What follows belongs to an exercise in optimizing a design on an open flow for small area, a short achievable clock period and few clock cycles; a production flow would make more cautious choices. Only simulation tests tie the RTL to the original design; equivalence was not proved. Power figures rest on the tool's default switching activity, not on a simulated workload.

--- flow/design.v ---
module Controlunit (
    input [5:0] Opcode,
    input [5:0] Func,
    input Zero,
    output reg MemtoReg,
    output reg ALUSrc,
    output reg RegDst,
    output reg RegWrite,
    output reg Jump,
    output PCSrc,
    output reg [3:0] ALUControl
);
    reg [7:0] temp;
    reg Branch;
    reg MemWrite; 
    always @(*) begin
        temp = 8'b00000000;
        ALUControl = 4'b0000;
        MemWrite = 0;
        case (Opcode)
            6'b000000: begin  
                temp = 8'b11000000;  
                case (Func)
                    6'b100000, 6'b100001: ALUControl = 4'b0000;  
                    6'b100010, 6'b100011: ALUControl = 4'b0001;  
                    6'b100100: ALUControl = 4'b0010;  
                    6'b100101: ALUControl = 4'b0011;  
                    6'b100110: ALUControl = 4'b0100;  
                    6'b100111: ALUControl = 4'b1010;  
                    6'b101010: ALUControl = 4'b1000;  
                    6'b101011: ALUControl = 4'b1001;  
                    6'b000000: ALUControl = 4'b0101;  
                    6'b000010: ALUControl = 4'b0110;  
                    6'b000011: ALUControl = 4'b0111;  
                    6'b000100: ALUControl = 4'b1011;  
                    6'b000110: ALUControl = 4'b1100;  
                    6'b000111: ALUControl = 4'b1101;  
                    default: ALUControl = 4'b0000;
                endcase
            end
            6'b100011: begin  
                temp = 8'b10100100;  
                ALUControl = 4'b0000;
            end
            6'b101011: begin  
                temp = 8'b00101000;  
                MemWrite = 1;
                ALUControl = 4'b0000;
            end
            6'b000100: begin  
                temp = 8'b00010000;  
                ALUControl = 4'b0001;
            end
            6'b000101: begin  
                temp = 8'b00010001;  
                ALUControl = 4'b0001;
            end
            6'b001000, 6'b001001: begin  
                temp = 8'b10100000;  
                ALUControl = 4'b0000;
            end
            6'b001100: begin  
                temp = 8'b10100000;  
                ALUControl = 4'b0010;
            end
            6'b001101: begin  
                temp = 8'b10100000;  
                ALUControl = 4'b0011;
            end
            6'b001110: begin  
                temp = 8'b10100000;  
                ALUControl = 4'b0100;
            end
            6'b001010: begin  
                temp = 8'b10100000;  
                ALUControl = 4'b1000;
            end
            6'b001011: begin  
                temp = 8'b10100000;  
                ALUControl = 4'b1001;
            end
            6'b000010: begin  
                temp = 8'b00000010;  
                ALUControl = 4'b0000;
            end
            6'b001111: begin  
                temp = 8'b10100000;  
                ALUControl = 4'b1110;
            end
            default: temp = 8'b00000000;
        endcase
        {RegWrite, RegDst, ALUSrc, Branch, MemWrite, MemtoReg, Jump} = temp[7:1];
    end
    assign PCSrc = Branch & ((Opcode == 6'b000100) ? Zero : ~Zero);  
endmodule
module alu32 (
    input [31:0] a,
    input [31:0] b,
    input [3:0] f,
    input [4:0] shamt,
    output reg [31:0] y,
    output reg zero
);
    always @(*) begin
        case (f)
            4'b0000: y = a + b;
            4'b0001: y = a - b;
            4'b0010: y = a & b;
            4'b0011: y = a | b;
            4'b0100: y = a ^ b;
            4'b0101: y = b << shamt;
            4'b0110: y = b >> shamt;
            4'b0111: y = $signed($signed(b) >>> shamt);
            4'b1000: y = $signed(a) < $signed(b) ? 1 : 0;
            4'b1001: y = a < b ? 1 : 0;
            4'b1010: y = ~(a | b);
            4'b1011: y = b << a;
            4'b1100: y = b >> a;
            4'b1101: y = $signed($signed(b) >>> a);
            4'b1110: y = {b[15:0], 16'b0};
            default: y = 32'b0;
        endcase
        zero = (y == 32'b0);
    end
endmodule
module flopr_param #(
    parameter n = 32  
) (
    input clk,         
    input rst,         
    output reg [n-1:0] q,  
    input [n-1:0] d    
);
    always @(posedge clk) begin
        if (rst) begin
            q <= 0;  
        end else begin
            q <= d;  
        end
    end
endmodule
module signext (
    input [15:0] a,
    output [31:0] y
);
    assign y = {{16{a[15]}}, a};
endmodule
module sl2 (
    input [31:0] a,
    output [31:0] y
);
    assign y = a << 2;
endmodule
module registerfile32 (
    input clk,
    input we,
    input reset,
    input [4:0] ra1,
    input [4:0] ra2,
    input [4:0] wa,
    input [31:0] wd,
    output [31:0] rd1,
    output [31:0] rd2
);
    reg [31:0] register [31:0];
    integer i;
    always @(posedge clk) begin
        register[0] <= 32'd0;  
        if (reset) begin
            for (i = 0; i < 32; i = i + 1) register[i] <= 32'd0;
        end
        else if (we && wa != 0) begin
            register[wa] <= wd;
        end
    end
    assign rd1 = (we && wa != 0 && wa == ra1) ? wd : register[ra1];
    assign rd2 = (we && wa != 0 && wa == ra2) ? wd : register[ra2];
endmodule
module HazardUnit (
    input [4:0] Rs_ID, Rt_ID,       
    input [4:0] Rt_EX,              
    input MemRead_EX,               
    input Branch_ID, Jump_ID,       
    output reg Stall,               
    output reg PCWrite,             
    output reg IF_IDWrite           
);
    always @(*) begin
        if (MemRead_EX && 
            ((Rt_EX == Rs_ID) || (Rt_EX == Rt_ID)) &&
            (Rt_EX != 0)) begin
            Stall = 1'b1;
            PCWrite = 1'b0;
            IF_IDWrite = 1'b0;
        end
        else begin
            Stall = 1'b0;
            PCWrite = 1'b1;
            IF_IDWrite = 1'b1;
        end
    end
endmodule
module ForwardingUnit (
    input [4:0] Rs_EX, Rt_EX,       
    input [4:0] WriteReg_MEM,       
    input [4:0] WriteReg_WB,        
    input RegWrite_MEM,             
    input RegWrite_WB,              
    output reg [1:0] ForwardA,      
    output reg [1:0] ForwardB       
);
    always @(*) begin
        if (RegWrite_MEM && (WriteReg_MEM != 0) && 
            (WriteReg_MEM == Rs_EX)) begin
            ForwardA = 2'b10;  
        end
        else if (RegWrite_WB && (WriteReg_WB != 0) && 
                 (WriteReg_WB == Rs_EX)) begin
            ForwardA = 2'b01;  
        end
        else begin
            ForwardA = 2'b00;  
        end
        if (RegWrite_MEM && (WriteReg_MEM != 0) && 
            (WriteReg_MEM == Rt_EX)) begin
            ForwardB = 2'b10;  
        end
        else if (RegWrite_WB && (WriteReg_WB != 0) && 
                 (WriteReg_WB == Rt_EX)) begin
            ForwardB = 2'b01;  
        end
        else begin
            ForwardB = 2'b00;  
        end
    end
endmodule
module IF_ID_Register (
    input clk,
    input reset,
    input stall,           
    input flush,           
    input [31:0] PC_in,
    input [31:0] Instr_in,
    output reg [31:0] PC_out,
    output reg [31:0] Instr_out
);
    always @(posedge clk) begin
        if (reset || (flush && !stall)) begin
            PC_out <= 32'b0;
            Instr_out <= 32'b0;
        end
        else if (!stall) begin
            PC_out <= PC_in;
            Instr_out <= Instr_in;
        end
    end
endmodule
module ID_EX_Register (
    input clk,
    input reset,
    input flush,
    input RegWrite_in, MemtoReg_in, MemWrite_in,
    input ALUSrc_in, RegDst_in, Branch_in, Jump_in, Bne_in,
    input [3:0] ALUControl_in,
    input [31:0] PC_in,
    input [31:0] ReadData1_in, ReadData2_in,
    input [31:0] SignImm_in,
    input [4:0] Rs_in, Rt_in, Rd_in,
    input [4:0] Shamt_in,
    output reg RegWrite_out, MemtoReg_out, MemWrite_out,
    output reg ALUSrc_out, RegDst_out, Branch_out, Jump_out, Bne_out,
    output reg [3:0] ALUControl_out,
    output reg [31:0] PC_out,
    output reg [31:0] ReadData1_out, ReadData2_out,
    output reg [31:0] SignImm_out,
    output reg [4:0] Rs_out, Rt_out, Rd_out,
    output reg [4:0] Shamt_out
);
    always @(posedge clk) begin
        if (reset || flush) begin
            RegWrite_out <= 1'b0;
            MemtoReg_out <= 1'b0;
            MemWrite_out <= 1'b0;
            ALUSrc_out <= 1'b0;
            RegDst_out <= 1'b0;
            Branch_out <= 1'b0;
            Jump_out <= 1'b0;
            Bne_out <= 1'b0;
            ALUControl_out <= 4'b0;
            PC_out <= 32'b0;
            ReadData1_out <= 32'b0;
            ReadData2_out <= 32'b0;
            SignImm_out <= 32'b0;
            Rs_out <= 5'b0;
            Rt_out <= 5'b0;
            Rd_out <= 5'b0;
            Shamt_out <= 5'b0;
        end
        else begin
            RegWrite_out <= RegWrite_in;
            MemtoReg_out <= MemtoReg_in;
            MemWrite_out <= MemWrite_in;
            ALUSrc_out <= ALUSrc_in;
            RegDst_out <= RegDst_in;
            Branch_out <= Branch_in;
            Jump_out <= Jump_in;
            Bne_out <= Bne_in;
            ALUControl_out <= ALUControl_in;
            PC_out <= PC_in;
            ReadData1_out <= ReadData1_in;
            ReadData2_out <= ReadData2_in;
            SignImm_out <= SignImm_in;
            Rs_out <= Rs_in;
            Rt_out <= Rt_in;
            Rd_out <= Rd_in;
            Shamt_out <= Shamt_in;
        end
    end
endmodule
module EX_MEM_Register (
    input clk,
    input reset,
    input RegWrite_in, MemtoReg_in, MemWrite_in, Branch_in,
    input [31:0] BranchTarget_in,
    input [31:0] ALUResult_in,
    input [31:0] WriteData_in,
    input [4:0] WriteReg_in,
    input Zero_in,
    output reg RegWrite_out, MemtoReg_out, MemWrite_out, Branch_out,
    output reg [31:0] BranchTarget_out,
    output reg [31:0] ALUResult_out,
    output reg [31:0] WriteData_out,
    output reg [4:0] WriteReg_out,
    output reg Zero_out
);
    always @(posedge clk) begin
        if (reset) begin
            RegWrite_out <= 1'b0;
            MemtoReg_out <= 1'b0;
            MemWrite_out <= 1'b0;
            Branch_out <= 1'b0;
            BranchTarget_out <= 32'b0;
            ALUResult_out <= 32'b0;
            WriteData_out <= 32'b0;
            WriteReg_out <= 5'b0;
            Zero_out <= 1'b0;
        end
        else begin
            RegWrite_out <= RegWrite_in;
            MemtoReg_out <= MemtoReg_in;
            MemWrite_out <= MemWrite_in;
            Branch_out <= Branch_in;
            BranchTarget_out <= BranchTarget_in;
            ALUResult_out <= ALUResult_in;
            WriteData_out <= WriteData_in;
            WriteReg_out <= WriteReg_in;
            Zero_out <= Zero_in;
        end
    end
endmodule
module MEM_WB_Register (
    input clk,
    input reset,
    input RegWrite_in, MemtoReg_in,
    input [31:0] ReadData_in,
    input [31:0] ALUResult_in,
    input [4:0] WriteReg_in,
    output reg RegWrite_out, MemtoReg_out,
    output reg [31:0] ReadData_out,
    output reg [31:0] ALUResult_out,
    output reg [4:0] WriteReg_out
);
    always @(posedge clk) begin
        if (reset) begin
            RegWrite_out <= 1'b0;
            MemtoReg_out <= 1'b0;
            ReadData_out <= 32'b0;
            ALUResult_out <= 32'b0;
            WriteReg_out <= 5'b0;
        end
        else begin
            RegWrite_out <= RegWrite_in;
            MemtoReg_out <= MemtoReg_in;
            ReadData_out <= ReadData_in;
            ALUResult_out <= ALUResult_in;
            WriteReg_out <= WriteReg_in;
        end
    end
endmodule
module Datapath_Pipeline (
    input clk,
    input reset,
    output [31:0] MemAddr,       
    output [31:0] WriteData,     
    output MemRead,              
    output MemWrite,             
    input [31:0] Instr,
    output [31:0] PC,
    input [31:0] ReadData        
);
    wire [31:0] PC_IF, PCNext_IF, PCPlus4_IF, Instr_IF;
    wire PCWrite, IF_IDWrite;
    wire [31:0] PC_ID, Instr_ID;
    wire [31:0] ReadData1_ID, ReadData2_ID, SignImm_ID;
    wire [4:0] Rs_ID, Rt_ID, Rd_ID;
    wire RegWrite_ID, MemtoReg_ID, MemWrite_ID, ALUSrc_ID, RegDst_ID;
    wire Branch_ID, Jump_ID, Bne_ID;
    wire [3:0] ALUControl_ID;
    wire Stall, ID_EXFlush;
    wire [31:0] PC_EX, ReadData1_EX, ReadData2_EX, SignImm_EX;
    wire [31:0] ALUOut_EX, ALUSrcA_EX, ALUSrcB_EX, WriteData_EX;
    wire [4:0] Rs_EX, Rt_EX, Rd_EX, Shamt_EX, WriteReg_EX;
    wire RegWrite_EX, MemtoReg_EX, MemWrite_EX, ALUSrc_EX, RegDst_EX;
    wire Branch_EX, Jump_EX, Zero_EX, Bne_EX;
    wire [3:0] ALUControl_EX;
    wire [1:0] ForwardA, ForwardB;
    wire [31:0] BranchTarget_EX;
    wire [31:0] BranchTarget_MEM, ALUResult_MEM, WriteData_MEM;
    wire [4:0] WriteReg_MEM;
    wire RegWrite_MEM, MemtoReg_MEM, MemWrite_MEM, Branch_MEM, Zero_MEM;
    wire [31:0] ReadData_WB, ALUResult_WB, Result_WB;
    wire [4:0] WriteReg_WB;
    wire RegWrite_WB, MemtoReg_WB;
    assign PC = PC_IF;
    assign Instr_IF = Instr;
    flopr_param #(32) PC_reg (
        .clk(clk),
        .rst(reset),
        .d(PCNext_IF),
        .q(PC_IF)
    );
    assign PCPlus4_IF = PC_IF + 32'd4;
    wire PCSrc_actual = Branch_MEM & Zero_MEM;
    wire [31:0] jump_addr = {PCPlus4_IF[31:28], Instr_ID[25:0], 2'b00};
    assign PCNext_IF = PCSrc_actual ? BranchTarget_MEM :
                       ~PCWrite ? PC_IF :
                       Jump_ID ? jump_addr : PCPlus4_IF;
    IF_ID_Register IF_ID_reg (
        .clk(clk),
        .reset(reset),
        .stall(~IF_IDWrite),
        .flush(PCSrc_actual || Jump_ID),
        .PC_in(PCPlus4_IF),
        .Instr_in(Instr_IF),
        .PC_out(PC_ID),
        .Instr_out(Instr_ID)
    );
    assign Rs_ID = Instr_ID[25:21];
    assign Rt_ID = Instr_ID[20:16]; 
    assign Rd_ID = Instr_ID[15:11];
    Controlunit control (
        .Opcode(Instr_ID[31:26]),
        .Func(Instr_ID[5:0]),
        .Zero(1'b0),  
        .RegWrite(RegWrite_ID),
        .MemtoReg(MemtoReg_ID),
        .ALUSrc(ALUSrc_ID),
        .RegDst(RegDst_ID),
        .Jump(Jump_ID),
        .PCSrc(),
        .ALUControl(ALUControl_ID)
    );
    assign Branch_ID = (Instr_ID[31:26] == 6'b000100) || (Instr_ID[31:26] == 6'b000101);
    assign Bne_ID = (Instr_ID[31:26] == 6'b000101);
    assign MemWrite_ID = (Instr_ID[31:26] == 6'b101011);
    registerfile32 regfile (
        .clk(clk),
        .we(RegWrite_WB),
        .reset(reset),
        .ra1(Rs_ID),
        .ra2(Rt_ID),
        .wa(WriteReg_WB),
        .wd(Result_WB),
        .rd1(ReadData1_ID),
        .rd2(ReadData2_ID)
    );
    signext sign_extend (
        .a(Instr_ID[15:0]),
        .y(SignImm_ID)
    );
    HazardUnit hazard_unit (
        .Rs_ID(Rs_ID),
        .Rt_ID(Rt_ID),
        .Rt_EX(Rt_EX),
        .MemRead_EX(MemtoReg_EX),  
        .Branch_ID(Branch_ID),
        .Jump_ID(Jump_ID),
        .Stall(Stall),
        .PCWrite(PCWrite),
        .IF_IDWrite(IF_IDWrite)
    );
    assign ID_EXFlush = Stall;
    ID_EX_Register ID_EX_reg (
        .clk(clk),
        .reset(reset),
        .flush(ID_EXFlush),
        .RegWrite_in(RegWrite_ID),
        .MemtoReg_in(MemtoReg_ID),
        .MemWrite_in(MemWrite_ID),
        .ALUSrc_in(ALUSrc_ID),
        .RegDst_in(RegDst_ID),
        .Branch_in(Branch_ID),
        .Jump_in(Jump_ID),
        .Bne_in(Bne_ID),
        .ALUControl_in(ALUControl_ID),
        .PC_in(PC_ID),
        .ReadData1_in(ReadData1_ID),
        .ReadData2_in(ReadData2_ID),
        .SignImm_in(SignImm_ID),
        .Rs_in(Rs_ID),
        .Rt_in(Rt_ID),
        .Rd_in(Rd_ID),
        .Shamt_in(Instr_ID[10:6]),
        .RegWrite_out(RegWrite_EX),
        .MemtoReg_out(MemtoReg_EX),
        .MemWrite_out(MemWrite_EX),
        .ALUSrc_out(ALUSrc_EX),
        .RegDst_out(RegDst_EX),
        .Branch_out(Branch_EX),
        .Jump_out(Jump_EX),
        .Bne_out(Bne_EX),
        .ALUControl_out(ALUControl_EX),
        .PC_out(PC_EX),
        .ReadData1_out(ReadData1_EX),
        .ReadData2_out(ReadData2_EX),
        .SignImm_out(SignImm_EX),
        .Rs_out(Rs_EX),
        .Rt_out(Rt_EX),
        .Rd_out(Rd_EX),
        .Shamt_out(Shamt_EX)
    );
    assign WriteReg_EX = RegDst_EX ? Rd_EX : Rt_EX;
    ForwardingUnit forward_unit (
        .Rs_EX(Rs_EX),
        .Rt_EX(Rt_EX),
        .WriteReg_MEM(WriteReg_MEM),
        .WriteReg_WB(WriteReg_WB),
        .RegWrite_MEM(RegWrite_MEM),
        .RegWrite_WB(RegWrite_WB),
        .ForwardA(ForwardA),
        .ForwardB(ForwardB)
    );
    assign ALUSrcA_EX = (ForwardA == 2'b00) ? ReadData1_EX :
                        (ForwardA == 2'b01) ? Result_WB : ALUResult_MEM;
    assign WriteData_EX = (ForwardB == 2'b00) ? ReadData2_EX :
                          (ForwardB == 2'b01) ? Result_WB : ALUResult_MEM;
    assign ALUSrcB_EX = ALUSrc_EX ? SignImm_EX : WriteData_EX;
    alu32 alu (
        .a(ALUSrcA_EX),
        .b(ALUSrcB_EX),
        .f(ALUControl_EX),
        .shamt(Shamt_EX),
        .y(ALUOut_EX),
        .zero(Zero_EX)
    );
    wire [31:0] SignImm_shifted;
    sl2 branch_shift (
        .a(SignImm_EX),
        .y(SignImm_shifted)
    );
    assign BranchTarget_EX = PC_EX + SignImm_shifted;
    EX_MEM_Register EX_MEM_reg (
        .clk(clk),
        .reset(reset),
        .RegWrite_in(RegWrite_EX),
        .MemtoReg_in(MemtoReg_EX),
        .MemWrite_in(MemWrite_EX),
        .Branch_in(Branch_EX),
        .BranchTarget_in(BranchTarget_EX),
        .ALUResult_in(ALUOut_EX),
        .WriteData_in(WriteData_EX),
        .WriteReg_in(WriteReg_EX),
        .Zero_in(Zero_EX ^ Bne_EX),  
        .RegWrite_out(RegWrite_MEM),
        .MemtoReg_out(MemtoReg_MEM),
        .MemWrite_out(MemWrite_MEM),
        .Branch_out(Branch_MEM),
        .BranchTarget_out(BranchTarget_MEM),
        .ALUResult_out(ALUResult_MEM),
        .WriteData_out(WriteData_MEM),
        .WriteReg_out(WriteReg_MEM),
        .Zero_out(Zero_MEM)
    );
    assign MemAddr = ALUResult_MEM;
    assign WriteData = WriteData_MEM;
    assign MemRead = MemtoReg_MEM;  
    assign MemWrite = MemWrite_MEM;  
    MEM_WB_Register MEM_WB_reg (
        .clk(clk),
        .reset(reset),
        .RegWrite_in(RegWrite_MEM),
        .MemtoReg_in(MemtoReg_MEM),
        .ReadData_in(ReadData),
        .ALUResult_in(ALUResult_MEM),
        .WriteReg_in(WriteReg_MEM),
        .RegWrite_out(RegWrite_WB),
        .MemtoReg_out(MemtoReg_WB),
        .ReadData_out(ReadData_WB),
        .ALUResult_out(ALUResult_WB),
        .WriteReg_out(WriteReg_WB)
    );
    assign Result_WB = MemtoReg_WB ? ReadData_WB : ALUResult_WB;
endmodule
module MISP(
    input           clk,
    input           reset,
    output [31:0]   imem_addr,
    input  [31:0]   imem_data,
    output [31:0]   dmem_addr,
    output [31:0]   dmem_wdata,
    output          dmem_we,
    output          dmem_re,
    input  [31:0]   dmem_rdata
);
    Datapath_Pipeline datapath (
        .clk(clk),
        .reset(reset),
        .MemAddr(dmem_addr),
        .WriteData(dmem_wdata),
        .MemRead(dmem_re),
        .MemWrite(dmem_we),
        .Instr(imem_data),
        .PC(imem_addr),
        .ReadData(dmem_rdata)
    );
endmodule
--- flow/config.mk ---
export PLATFORM = sky130hd
export DESIGN_NAME = MISP
export DESIGN_NICKNAME = MISP
export VERILOG_FILES = /design/flow/design.v
export SDC_FILE = /design/flow/constraint.sdc
export NUM_CORES = 4
export LEC_CHECK = 0
export CAP_MARGIN = 20
export CORE_MARGIN = 2
export CORE_UTILIZATION = 40
export SLEW_MARGIN = 20
--- flow/run.sh ---
#!/bin/bash
# synth_recipe.tcl (not shown) runs the flow's synth.tcl, then flattens the netlist and writes it again
# the make line also repeats each setting of config.mk as NAME=value (left out here)
make -C /OpenROAD-flow-scripts/flow DESIGN_CONFIG=/design/flow/config.mk WORK_HOME=/design/flow/orfs CLKGATE_MAP_FILE= SYNTH_SCRIPT=/design/flow/synth_recipe.tcl finish
--- flow/constraint.sdc ---
create_clock -name core_clock -period 7.0 [get_ports {clk}]
set_input_delay 1.4000 -clock core_clock [delete_from_list [all_inputs] [get_ports {clk}]]
set_output_delay 1.4000 -clock core_clock [all_outputs]
set_load 0.01 [all_outputs]
==> results.json <==
{
  "power_mw": 22.8,
  "yosysMostFrequentCell": "nor2_1",
  "routed_wl_um": 317000,
  "synth_flop_cell": "edfxtp_1",
  "die_h_um": 452,
  "slew_violations": 0,
  "drtPass1Iterations": 6,
  "p_per_area_nw_per_um2": 246,
  "post_drt_wl_per_cell_um": 31.9,
  "hold_class": "flip-flop to flip-flop",
  "syn_inst": 6959,
  "worst_slew_pin_slew_ns": 1.29,
  "path_clk_slew_ns": 0.07,
  "slew_headroom_pct": 13.4,
  "cts_buffer_depth": 3,
  "post-place-ws_ns": 0.191,
  "drive_gt1_share_pct": 22.7,
  "synth_edf_count": 992,
  "finalHoldViolCount": 0,
  "overflow": 0,
  "yosysTopAreaCell": "edfxtp_1",
  "synth-seq-cells": 1434,
  "die_area_um2": 205000,
  "drcViolationCount": 0,
  "hpwl_um": 216000,
  "fill_cells": 18000,
  "core_area_um2": 200000,
  "synthTopCellsByCount": "nor2_1, edfxtp_1, mux4_2",
  "cts_root_buffer": "clkbuf_16",
  "setup_slack_ns": 0.206,
  "p_leak_nw": 32.5,
  "io_buffers": 163,
  "gp_congestion": 1.06,
  "crit_path_max_incr_delay_ns": 0.53,
  "syn_avg_cell_area_um2": 11.6,
  "skew_ns": 0.0503,
  "hold_buffers": 0,
  "grt_use_total_pct": 30.6,
  "setup_viol": 0,
  "cp-start-kind": "flip-flop",
  "netlist_area_um2": 80400,
  "grt_pass1_wl_um": 453000,
  "synth_top_area_share_pct": 37.0,
  "cts_tree": "done",
  "ios": 164,
  "crit_fanout": 16,
  "htree_num_levels": 4,
  "area_growth_syn_to_layout_pct": 14.9,
  "required_ns": 7.74,
  "cts_sinks": 1434,
  "finalCriticalPeriod_ns": 6.79,
  "die_x_um": 452,
  "crit_slowest_cell": "or4_4",
  "insertion_delay_ns": 0.87,
  "std_cell_rows": 164,
  "status": "no timing/DRC/antenna violations",
  "antenna_found_initial": 13,
  "grt_pass1_vias": 62300,
  "synth_warnings": 10,
  "irDropWorstVdd_uv": 297,
  "vias_per_cell": 6.29,
  "ant_nets": 0,
  "critPathCaptureType": "flip-flop",
  "first_iter_violations": 7915,
  "num_vias": 62500,
  "async_flop_share_pct": 0,
  "post-route-period-util_pct": 97.1,
  "fmax_mhz": 147,
  "start_util_pct": 40.2,
  "yosysSeqAreaShare_pct": 48.0,
  "path_class": "flip-flop to flip-flop",
  "synth_cell_types": 116,
  "synth.top_cells.by_area": "edfxtp_1, mux4_2, dfxtp_1",
  "drv_cap": 0,
  "cts_made_buffers": 157,
  "grt_max_degree": 123,
  "arrival_ns": 7.54,
  "path_cells": "or4_4, o211a_1, and3_2, buf_4, buf_4, and3_1, a221oi_2, inv_1, ha_1, nor4_1, nor2b_1, and2_1, o211ai_1, a31oi_2, a211oi_1, o41a_1, a221oi_1, o31ai_1, a211oi_1, nand2_1, or4_1, or3_1, mux2_4",
  "nets": 7346
}
cell usage in the layout, fill, tap and decap left out, types with 162 or more instances in the layout:
cell type,n
a21oi_1,239
buf_4,447
clkdlybuf4s50_1,162
dfxtp_1,429
edfxtp_1,992
mux2i_1,162
mux4_2,641
nand2_1,363
nor2_1,1467
o21ai_0,170
state kept, by name (all words and copies together), names as in the netlist, 16 cells and up, named ones only:
register	flops
datapath.regfile.register	1024
datapath.EX_MEM_reg.ALUResult_out	32
datapath.EX_MEM_reg.BranchTarget_out	32
datapath.EX_MEM_reg.WriteData_out	32
datapath.ID_EX_reg.PC_out	32
datapath.ID_EX_reg.ReadData1_out	32
datapath.ID_EX_reg.ReadData2_out	32
datapath.IF_ID_reg.Instr_out	32
datapath.IF_ID_reg.PC_out	32
datapath.MEM_WB_reg.ALUResult_out	32
datapath.MEM_WB_reg.ReadData_out	32
datapath.PC_reg.q	32
datapath.ID_EX_reg.SignImm_out	16
report_power, final:
part	total [mW]	internal (mW)	switching [mW]	leakage, nW
clock	8.33	4.66	3.67	2.49
combinational	4.65	1.81	2.84	16.1
sequential	9.77	9.42	0.355	13.9
repair_timing:
action	CTS	global route
endpoints found under the setup margin	0	1
gates resized for setup	0	6
buffers inserted	0	0
worst paths after layout:
| path | slack, ns | end | depth (start not counted) | start |
|---|---|---|---|---|
| min reg2reg | 0.44 | datapath.EX_MEM_reg.Branch_out | 1 | datapath.ID_EX_reg.Branch_out |
| min | 0.44 | datapath.EX_MEM_reg.Branch_out | 1 | datapath.ID_EX_reg.Branch_out |
| max reg2reg | 0.21 | datapath.EX_MEM_reg.Zero_out | 23 | datapath.EX_MEM_reg.WriteReg_out[3] |
| max | 0.21 | datapath.EX_MEM_reg.Zero_out | 23 | datapath.EX_MEM_reg.WriteReg_out[3] |
cell type report:
type	instances	area [um2]	area share, %
Sequential cell	1434	38700	41.8
Antenna cell	10	25.0	0.0271
Timing Repair Buffer	621	5220	5.65
Clock inverter	67	758	0.820
Multi-Input combinational cell	4814	39600	42.9
Tap cell	2656	3320	3.60
Clock buffer	220	4390	4.75
Inverter	110	419	0.454
cells by family after synthesis:
family	count (synthesis)	share of synthesized area, %
multiplexers	939	21.9
buffers and inverters	742	3.77
adder cells (fa/ha/maj)	142	2.24
XOR/XNOR	97	1.06
flip-flops	1434	48.0
AND/OR/NAND/NOR	2490	13.4
other	1	0.00466
AO/OA/AOI/OAI	1114	9.56
metrics by stage:
| stage | cells | util (%) | area [um2] | setup TNS, ns | hold WS (ns) |
|---|---|---|---|---|---|
| after floorplan | 6990 | - | 80500 | 0 | 0.414 |
| after global placement | 9634 | 43.6 | 87200 | 0 | 0.425 |
| after detailed placement | 9635 | 43.6 | 87200 | 0 | 0.426 |
| after CTS | 9922 | 46.2 | 92400 | 0 | 0.440 |
| after global routing | 9922 | 46.2 | 92400 | -0.0101 | 0.450 |
| final | 9932 | 46.2 | 92400 | 0 | 0.437 |
critical path: cells and delay by family (launching register included):
family / cells / cell delay, ns
mux: 1 / 0.30
simple gates: 9 / 2.72
compound gates: 9 / 2.55
fa+ha+maj: 1 / 0.32
flops: 1 / 0.31
buf+inv: 3 / 0.47
layer usage:
layer	vias to the layer above	global-route usage, %	part of all wire [%]
met5	-	0	0.035
met2	3617	50.0	47
met3	879	6.24	9.3
li1	26400	-	-
met1	31600	38.1	37
met4	12	17.1	6.3
Testbench counts, summed over its fixed seeds: cycles 453,325.

port drivers added, routing unchanged:
The flow's constraints put no driver on any port. The routed layout listed below was extracted and timed again, unchanged, in two steps. Step 1, drivers: a clkbuf_16 drives clk and a buf_2 each remaining input, both assumed. Step 2 also shifts input and output timing later by t, the mid clock arrival at the registers, as if the neighbouring blocks saw the same clock. Three values: ideal ports, drivers, drivers and shift; two values: the first two.
shift t [ns]: 0.935
slack for setup (ns): 0.206 / 0.206 / 0.206
worst setup path at the end: register to register
After both steps this run still meets setup and hold. For this run, drivers alone change the setup slack by 0.000 ns; drivers and shift together by 0.000 ns.
